Background: an optimization exercise with open tools, aiming at small area, a short achievable clock period and few clock cycles. Do not read the settings as production practice. Function was checked by simulation only, so behaviour that the tests miss may differ from the original.

==> run F <==
Design mips_core, start of the top module:
module mips_core (clk, rst, iaddr, idata, daddr, dwr, ddout, ddin);
==> flow/config.mk <==
export PLATFORM = sky130hd
export DESIGN_NAME = mips_core
export DESIGN_NICKNAME = mips_core
export VERILOG_FILES = /design/flow/design.v
export SDC_FILE = /design/flow/constraint.sdc
export NUM_CORES = 4
export LEC_CHECK = 0
export CAP_MARGIN = 20
export CORE_MARGIN = 2
export CORE_UTILIZATION = 40
export SLEW_MARGIN = 20
==> flow/constraint.sdc <==
create_clock -name core_clock -period 12.0 [get_ports {clk}]
set_input_delay 2.4000 -clock core_clock [delete_from_list [all_inputs] [get_ports {clk}]]
set_output_delay 2.4000 -clock core_clock [all_outputs]
set_load 0.01 [all_outputs]
standard.sh (not shown) runs the stock make flow with config.mk's settings and CLKGATE_MAP_FILE= SYNTH_SCRIPT=/design/flow/synth_recipe.tcl, a recipe that flattens the netlist after the stock synthesis.
==> flow/flow/run.sh <==
#!/bin/bash
export SETUP_SLACK_MARGIN=7.5
export TNS_END_PERCENT=10
bash standard.sh > standard.log 2>&1
==> run Z (differences from run F) <==
--- a/flow/design.v
+++ b/flow/design.v
@@ -5,26 +5,18 @@
 	output [9:0]  iaddr;
 	input  [31:0] idata;
 	output [7:0]  daddr;
 	output [31:0] ddout;
 	input  [31:0] ddin;
 	output        dwr;
 	reg  [9:0]  f_pc;
-	reg  [9:0]  ras;          
-	reg         ras_v;
-	wire [9:0]  f_pc1 = f_pc + 10'd1;
-	wire        f_isJ  = (idata[31:27] == 5'b00001);  
-	wire        f_isRet = ras_v && idata[31:26] == 6'b000000 &&
-	                      idata[25:21] == 5'd31 && idata[5:0] == 6'b001000;  
-	wire        f_pred = f_isJ || f_isRet;
-	wire [9:0]  f_target = f_isJ ? idata[9:0] : ras;
+	wire        f_isJ = (idata[31:27] == 5'b00001);  
 	reg  [9:0]  d_pc;
 	reg  [31:0] d_ir;
 	reg         d_valid;
-	reg         d_fp;         
 	wire [5:0]  d_op     = d_ir[31:26];
 	wire [4:0]  d_rs     = d_ir[25:21];
 	wire [4:0]  d_rt     = d_ir[20:16];
 	wire [4:0]  d_rd     = d_ir[15:11];
 	wire [5:0]  d_funct  = d_ir[5:0];
 	wire [31:0] d_imm32  = {{16{d_ir[15]}}, d_ir[15:0]};
 	wire [10:0] d_link   = {1'b0, d_pc} + 11'd1;
@@ -278,16 +270,15 @@
 		endcase
 	end
 	wire [9:0] d_pc1        = d_pc + 10'd1;
 	wire [9:0] branch_value = d_pc1 + d_ir[9:0];
 	wire d_go     = d_valid && !stall;
 	wire d_pred   = d_ir[15];                  
 	wire d_takeB  = d_go && d_cond && (d_defer ? d_pred : taken);
-	wire d_takeR  = d_go && d_jumpReg && !d_defer &&
-	                (!d_fp || d_regA[9:0] != f_pc);
+	wire d_takeR  = d_go && d_jumpReg && !d_defer;
 	wire [31:0] bx = x_B ^ {32{x_Sub}};
 	wire [33:0] sum = {1'b0, x_A, 1'b1} + {1'b0, bx, x_Sub};
 	wire lt = x_Unsigned ? !sum[33] :
 	          (x_A[31] ^ x_B[31]) ? x_A[31] : sum[32];
 	reg [31:0] logicZ;
 	always @(*) begin
 		case (x_Logic)
@@ -318,22 +309,21 @@
 			3'b010: x_taken = x_A[31] || (x_A == 32'd0);
 			3'b011: x_taken = !x_A[31] && (x_A != 32'd0);
 			3'b100: x_taken = x_A[31];
 			3'b101: x_taken = !x_A[31];
 			default: x_taken = 1'b0;
 		endcase
 	end
-	wire x_redirect = x_BrE && (x_jumpReg ? (!x_pred || x_A[9:0] != x_alt) :
-	                                        (x_taken != x_pred));
+	wire x_redirect = x_BrE && (x_jumpReg || (x_taken != x_pred));
 	wire [9:0] x_target = x_jumpReg ? x_A[9:0] : x_alt;
 	wire redirect = d_takeB || d_takeR;
 	wire [9:0] nextPC0 = x_redirect ? x_target :
-	                     f_pred     ? f_target : f_pc1;
-	wire [9:0] nextPC  = ((d_takeB || d_takeR) && !x_redirect) ?
-	                     (d_takeR ? d_regA[9:0] : branch_value) : nextPC0;
+	                     d_takeR    ? d_regA[9:0] :
+	                     f_isJ      ? idata[9:0] : f_pc + 10'd1;
+	wire [9:0] nextPC  = (d_takeB && !x_redirect) ? branch_value : nextPC0;
 	wire [31:0] m_ms  = m_mul0 ^ m_mul1 ^ m_mul2;
 	wire [31:0] m_mc  = {((m_mul0 & m_mul1) | (m_mul0 & m_mul2) | (m_mul1 & m_mul2)), 1'b0};
 	wire [31:0] m_res = m_Mul ? m_ms + m_mc : m_addr;
 	wire [31:0] m_val = m_MemRead ? ddin : m_res;
 	wire sA_x  = x_hitRs;
 	wire sA_m  = !x_hitRs && m_hitRs && !m_MemRead;
 	wire sA_l  = !x_hitRs && m_hitRs && m_MemRead;
@@ -466,15 +456,14 @@
 	wire [31:0] mt_o0 = mt_s5_0;
 	wire [31:0] mt_o1 = mt_c5_0;
 	wire [31:0] mt_o2 = mt_c4_1;
 	wire d_issue = d_go && !x_redirect;
 	always @(posedge clk) begin
 		if (rst) begin
 			f_pc       <= 10'd0;
-			ras_v      <= 1'b0;
 			d_valid    <= 1'b0;
 			x_RegWrite <= 1'b0;
 			x_MemRead  <= 1'b0;
 			x_MemWrite <= 1'b0;
 			x_Mul      <= 1'b0;
 			x_BrE      <= 1'b0;
 			m_RegWrite <= 1'b0;
@@ -483,16 +472,14 @@
 			m_Mul      <= 1'b0;
 			w_RegWrite <= 1'b0;
 		end else begin
 			if (x_redirect || !stall) begin
 				f_pc    <= nextPC;
 				d_valid <= !x_redirect && !redirect;
 			end
-			if (d_issue && d_Link && (d_op == 6'b000011 || d_jumpReg))
-				ras_v    <= 1'b1;
 			x_RegWrite   <= d_issue && d_RegWrite;
 			x_MemRead    <= d_issue && d_MemRead;
 			x_MemWrite   <= d_issue && d_MemWrite;
 			x_Mul        <= d_issue && d_Mul;
 			x_BrE        <= d_issue && d_ctrl && d_defer;
 			m_RegWrite   <= x_RegWrite;
 			m_MemRead    <= x_MemRead;
@@ -501,32 +488,29 @@
 			w_RegWrite   <= m_RegWrite;
 		end
 	end
 	always @(posedge clk) begin
 		if (!stall) begin
 			d_pc <= f_pc;
 			d_ir <= idata;
-			d_fp <= f_pred;
 		end
-		if (d_issue && d_Link && (d_op == 6'b000011 || d_jumpReg))
-			ras <= d_pc1;
 		x_A          <= fw_A;
 		x_B          <= op_B;
 		x_sd         <= fw_B;
 		x_sh         <= d_ShiftVar ? fw_A[4:0] : (d_Lui || d_Link) ? 5'd0 : d_ir[10:6];
 		x_Res        <= d_Res;
 		x_Sub        <= d_Sub;
 		x_Logic      <= d_Logic;
 		x_Shift      <= d_Shift;
 		x_Unsigned   <= d_Unsigned;
 		x_regtoWrite <= d_regtoWrite;
 		x_jumpReg    <= d_jumpReg;
 		x_BrType     <= d_BrType;
-		x_pred       <= d_jumpReg ? d_fp : d_pred;
-		x_alt        <= d_jumpReg ? f_pc : d_pred ? d_pc1 : branch_value;
+		x_pred       <= d_pred;
+		x_alt        <= d_pred ? d_pc1 : branch_value;
 		m_addr       <= aluZ;
 		m_din        <= x_sd;
 		m_mul0       <= mt_o0;
 		m_mul1       <= mt_o1;
 		m_mul2       <= mt_o2;
 		m_regtoWrite <= x_regtoWrite;
 		w_val        <= m_val;
==> flow/flow/run.sh (replaced) <==
#!/bin/bash
export SETUP_SLACK_MARGIN=7.5
bash standard.sh > standard.log 2>&1
- CORE_UTILIZATION: 40 -> 65
==> run R (differences from run F) <==
--- a/flow/design.v
+++ b/flow/design.v
@@ -5,26 +5,18 @@
 	output [9:0]  iaddr;
 	input  [31:0] idata;
 	output [7:0]  daddr;
 	output [31:0] ddout;
 	input  [31:0] ddin;
 	output        dwr;
 	reg  [9:0]  f_pc;
-	reg  [9:0]  ras;          
-	reg         ras_v;
-	wire [9:0]  f_pc1 = f_pc + 10'd1;
-	wire        f_isJ  = (idata[31:27] == 5'b00001);  
-	wire        f_isRet = ras_v && idata[31:26] == 6'b000000 &&
-	                      idata[25:21] == 5'd31 && idata[5:0] == 6'b001000;  
-	wire        f_pred = f_isJ || f_isRet;
-	wire [9:0]  f_target = f_isJ ? idata[9:0] : ras;
+	wire        f_isJ = (idata[31:27] == 5'b00001);  
 	reg  [9:0]  d_pc;
 	reg  [31:0] d_ir;
 	reg         d_valid;
-	reg         d_fp;         
 	wire [5:0]  d_op     = d_ir[31:26];
 	wire [4:0]  d_rs     = d_ir[25:21];
 	wire [4:0]  d_rt     = d_ir[20:16];
 	wire [4:0]  d_rd     = d_ir[15:11];
 	wire [5:0]  d_funct  = d_ir[5:0];
 	wire [31:0] d_imm32  = {{16{d_ir[15]}}, d_ir[15:0]};
 	wire [10:0] d_link   = {1'b0, d_pc} + 11'd1;
@@ -231,44 +223,36 @@
 				d_RegWrite = 1'b1;
 				d_Lui = 1'b1;
 				d_Res = 2'd2;
 			end
 			default: ;
 		endcase
 	end
-	reg [31:0] rb_A, rb_B;
-	integer k;
-	always @(*) begin
-		rb_A = 32'd0;
-		rb_B = 32'd0;
-		for (k = 1; k < 32; k = k + 1) begin
-			rb_A = rb_A | ({32{d_rs == k}} & RegBank[k]);
-			rb_B = rb_B | ({32{d_rt == k}} & RegBank[k]);
-		end
-	end
-	wire [31:0] rf_A = (w_RegWrite && w_regtoWrite != 5'd0 && w_regtoWrite == d_rs) ? w_val : rb_A;
-	wire [31:0] rf_B = (w_RegWrite && w_regtoWrite != 5'd0 && w_regtoWrite == d_rt) ? w_val : rb_B;
+	wire [31:0] rf_A = (d_rs == 5'd0) ? 32'd0 :
+	                   (w_RegWrite && w_regtoWrite == d_rs) ? w_val : RegBank[d_rs];
+	wire [31:0] rf_B = (d_rt == 5'd0) ? 32'd0 :
+	                   (w_RegWrite && w_regtoWrite == d_rt) ? w_val : RegBank[d_rt];
 	always @(posedge clk)
 		if (w_RegWrite && w_regtoWrite != 5'd0)
 			RegBank[w_regtoWrite] <= w_val;
 	wire x_late  = x_MemRead || x_Mul;    
 	wire m_late  = m_MemRead || m_Mul;
 	wire x_hitRs = x_RegWrite && x_regtoWrite != 5'd0 && x_regtoWrite == d_rs;
 	wire x_hitRt = x_RegWrite && x_regtoWrite != 5'd0 && x_regtoWrite == d_rt;
 	wire m_hitRs = m_RegWrite && m_regtoWrite != 5'd0 && m_regtoWrite == d_rs;
 	wire m_hitRt = m_RegWrite && m_regtoWrite != 5'd0 && m_regtoWrite == d_rt;
 	wire stall = d_valid &&
 	             ((d_useRs && ((x_late && x_hitRs) || (m_Mul && m_hitRs))) ||
 	              (d_useRt && ((x_late && x_hitRt) || (m_Mul && m_hitRt))));
 	wire d_cond  = d_Branch && (d_ir[15:0] != 16'd0);
 	wire d_ctrl  = d_cond || d_jumpReg;
-	wire d_defer = (d_useRs && (x_hitRs || m_hitRs)) ||
-	               (d_useRt && (x_hitRt || m_hitRt));
-	wire [31:0] d_regA = rf_A;
-	wire [31:0] d_regB = rf_B;
+	wire d_defer = (d_useRs && (x_hitRs || (m_hitRs && m_late))) ||
+	               (d_useRt && (x_hitRt || (m_hitRt && m_late)));
+	wire [31:0] d_regA = m_hitRs ? m_addr : rf_A;
+	wire [31:0] d_regB = m_hitRt ? m_addr : rf_B;
 	reg taken;
 	always @(*) begin
 		case (d_BrType)
 			3'b000: taken = (d_regA == d_regB);                           
 			3'b001: taken = (d_regA != d_regB);                           
 			3'b010: taken = d_regA[31] || (d_regA == 32'd0);              
 			3'b011: taken = !d_regA[31] && (d_regA != 32'd0);             
@@ -278,16 +262,15 @@
 		endcase
 	end
 	wire [9:0] d_pc1        = d_pc + 10'd1;
 	wire [9:0] branch_value = d_pc1 + d_ir[9:0];
 	wire d_go     = d_valid && !stall;
 	wire d_pred   = d_ir[15];                  
 	wire d_takeB  = d_go && d_cond && (d_defer ? d_pred : taken);
-	wire d_takeR  = d_go && d_jumpReg && !d_defer &&
-	                (!d_fp || d_regA[9:0] != f_pc);
+	wire d_takeR  = d_go && d_jumpReg && !d_defer;
 	wire [31:0] bx = x_B ^ {32{x_Sub}};
 	wire [33:0] sum = {1'b0, x_A, 1'b1} + {1'b0, bx, x_Sub};
 	wire lt = x_Unsigned ? !sum[33] :
 	          (x_A[31] ^ x_B[31]) ? x_A[31] : sum[32];
 	reg [31:0] logicZ;
 	always @(*) begin
 		case (x_Logic)
@@ -318,22 +301,21 @@
 			3'b010: x_taken = x_A[31] || (x_A == 32'd0);
 			3'b011: x_taken = !x_A[31] && (x_A != 32'd0);
 			3'b100: x_taken = x_A[31];
 			3'b101: x_taken = !x_A[31];
 			default: x_taken = 1'b0;
 		endcase
 	end
-	wire x_redirect = x_BrE && (x_jumpReg ? (!x_pred || x_A[9:0] != x_alt) :
-	                                        (x_taken != x_pred));
+	wire x_redirect = x_BrE && (x_jumpReg || (x_taken != x_pred));
 	wire [9:0] x_target = x_jumpReg ? x_A[9:0] : x_alt;
 	wire redirect = d_takeB || d_takeR;
-	wire [9:0] nextPC0 = x_redirect ? x_target :
-	                     f_pred     ? f_target : f_pc1;
-	wire [9:0] nextPC  = ((d_takeB || d_takeR) && !x_redirect) ?
-	                     (d_takeR ? d_regA[9:0] : branch_value) : nextPC0;
+	wire [9:0] nextPC = x_redirect ? x_target :
+	                    d_takeR    ? d_regA[9:0] :
+	                    d_takeB    ? branch_value :
+	                    f_isJ      ? idata[9:0] : f_pc + 10'd1;
 	wire [31:0] m_ms  = m_mul0 ^ m_mul1 ^ m_mul2;
 	wire [31:0] m_mc  = {((m_mul0 & m_mul1) | (m_mul0 & m_mul2) | (m_mul1 & m_mul2)), 1'b0};
 	wire [31:0] m_res = m_Mul ? m_ms + m_mc : m_addr;
 	wire [31:0] m_val = m_MemRead ? ddin : m_res;
 	wire sA_x  = x_hitRs;
 	wire sA_m  = !x_hitRs && m_hitRs && !m_MemRead;
 	wire sA_l  = !x_hitRs && m_hitRs && m_MemRead;
@@ -466,15 +448,14 @@
 	wire [31:0] mt_o0 = mt_s5_0;
 	wire [31:0] mt_o1 = mt_c5_0;
 	wire [31:0] mt_o2 = mt_c4_1;
 	wire d_issue = d_go && !x_redirect;
 	always @(posedge clk) begin
 		if (rst) begin
 			f_pc       <= 10'd0;
-			ras_v      <= 1'b0;
 			d_valid    <= 1'b0;
 			x_RegWrite <= 1'b0;
 			x_MemRead  <= 1'b0;
 			x_MemWrite <= 1'b0;
 			x_Mul      <= 1'b0;
 			x_BrE      <= 1'b0;
 			m_RegWrite <= 1'b0;
@@ -483,16 +464,14 @@
 			m_Mul      <= 1'b0;
 			w_RegWrite <= 1'b0;
 		end else begin
 			if (x_redirect || !stall) begin
 				f_pc    <= nextPC;
 				d_valid <= !x_redirect && !redirect;
 			end
-			if (d_issue && d_Link && (d_op == 6'b000011 || d_jumpReg))
-				ras_v    <= 1'b1;
 			x_RegWrite   <= d_issue && d_RegWrite;
 			x_MemRead    <= d_issue && d_MemRead;
 			x_MemWrite   <= d_issue && d_MemWrite;
 			x_Mul        <= d_issue && d_Mul;
 			x_BrE        <= d_issue && d_ctrl && d_defer;
 			m_RegWrite   <= x_RegWrite;
 			m_MemRead    <= x_MemRead;
@@ -501,32 +480,29 @@
 			w_RegWrite   <= m_RegWrite;
 		end
 	end
 	always @(posedge clk) begin
 		if (!stall) begin
 			d_pc <= f_pc;
 			d_ir <= idata;
-			d_fp <= f_pred;
 		end
-		if (d_issue && d_Link && (d_op == 6'b000011 || d_jumpReg))
-			ras <= d_pc1;
 		x_A          <= fw_A;
 		x_B          <= op_B;
 		x_sd         <= fw_B;
 		x_sh         <= d_ShiftVar ? fw_A[4:0] : (d_Lui || d_Link) ? 5'd0 : d_ir[10:6];
 		x_Res        <= d_Res;
 		x_Sub        <= d_Sub;
 		x_Logic      <= d_Logic;
 		x_Shift      <= d_Shift;
 		x_Unsigned   <= d_Unsigned;
 		x_regtoWrite <= d_regtoWrite;
 		x_jumpReg    <= d_jumpReg;
 		x_BrType     <= d_BrType;
-		x_pred       <= d_jumpReg ? d_fp : d_pred;
-		x_alt        <= d_jumpReg ? f_pc : d_pred ? d_pc1 : branch_value;
+		x_pred       <= d_pred;
+		x_alt        <= d_pred ? d_pc1 : branch_value;
 		m_addr       <= aluZ;
 		m_din        <= x_sd;
 		m_mul0       <= mt_o0;
 		m_mul1       <= mt_o1;
 		m_mul2       <= mt_o2;
 		m_regtoWrite <= x_regtoWrite;
 		w_val        <= m_val;
- ABC_CLOCK_PERIOD_IN_PS: default -> 4500
==> impl_summary.log <==
INFO  metric hp-class = reg2reg
INFO  metric share_clk_of_total_power = 23.2%
INFO  metric layout.nonclk_buf_share = 7.87%
INFO  metric reg2reg_to = f_pc[0]
INFO  metric chipHeight = 464 µm
INFO  metric post_placement_cell_count = 9,942
INFO  metric run_status = timing/DRC/antenna clean
INFO  metric timing.max_slew.rel_slack = 21.7%
INFO  metric post-route-min-period = 4.97 ns
INFO  metric synth_xor_xnor_area_share = 2.34%
INFO  metric ranking_of_synthesized_cells_by_instance_count = 1,034 x sky130_fd_sc_hd__edfxtp_1, 723 x sky130_fd_sc_hd__nor2_1, 472 x sky130_fd_sc_hd__nand2_1
-- figures above: run R

==> impl_summary.log <==
INFO  metric ranking_of_synthesized_cells_by_instance_count = 1,130 x sky130_fd_sc_hd__and3_1, 1,034 x sky130_fd_sc_hd__edfxtp_1, 685 x sky130_fd_sc_hd__nor2_1
INFO  metric run_status = stopped before the end
INFO  metric chipHeight = 363 µm
INFO  metric stop_stage = global routing (5_1_grt)
INFO  metric synth_xor_xnor_area_share = 2.55%
INFO  metric die_width = 363 µm
INFO  metric total_of_flip_flops_plus_latches_after_synthesis = 1,353
INFO  metric post_placement_cell_count = 9,393
INFO  metric error_line = [ERROR GRT-0232] Routing congestion too high. Check the congestion heatmap in the GUI.
-- figures above: run Z

==> impl_summary.log <==
INFO  metric run_status = timing/DRC/antenna clean
INFO  metric seq_share = 37.7%
INFO  metric grt_util_all_layers = 41.0%
INFO  metric finalCritPeriodShare = 42.6%
INFO  metric timing.max_slew.rel_slack = 9.22%
INFO  metric share_clk_of_total_power = 22.5%
INFO  metric die_width = 463 µm
INFO  metric met3_length = 80,200 µm
INFO  metric post-route-min-period = 5.11 ns
INFO  metric share_of_the_synthesized_area_in_compound_gates_ao_oa_aoi_oai = 16.9%
INFO  metric hp-class = reg2reg
INFO  metric r2r-start = d_ir[23]
INFO  metric nNonClkInverters = 326
INFO  metric synth_xor_xnor_area_share = 2.73%
INFO  metric numPortBuffers = 116
INFO  metric grt_antenna_before_repair = 69
INFO  metric post_placement_cell_count = 10,700
INFO  metric chipHeight = 463 µm
-- figures above: run F

Testbench counts of run F, summed over its fixed seeds: cycles 23,332.
Testbench counts of run Z, summed over its fixed seeds: cycles 23,973.
Testbench counts of run R, summed over its fixed seeds: cycles 23,936.

==> afterwards: timing with drivers on the ports <==
How much do the figures lean on ideal ports? The routed layouts below were timed once more, with nothing changed but the port constraints. Step 1 assumes that a clkbuf_16 drives the clock port and a buf_2 every other input. Step 2 also shifts input and output timing later by t, the mid clock arrival at the registers, as if the neighbouring blocks saw the same clock. Slacks: no drivers / after step 1 / after step 2; pairs: no drivers / after step 1.
run	t, ns	setup WS [ns]	slew at the worst register clock pin (ns)	cell pins on the clock port's net
run F	0.933	6.891 / 6.891 / 6.433	0.07 / 0.07	1
run R	0.932	7.028 / 7.028 / 6.830	0.08 / 0.08	1
After both steps setup and hold are still met in every run listed. The setup slack of run F, which loses most, moves by 0.000 ns with the drivers and by -0.458 ns with both steps.
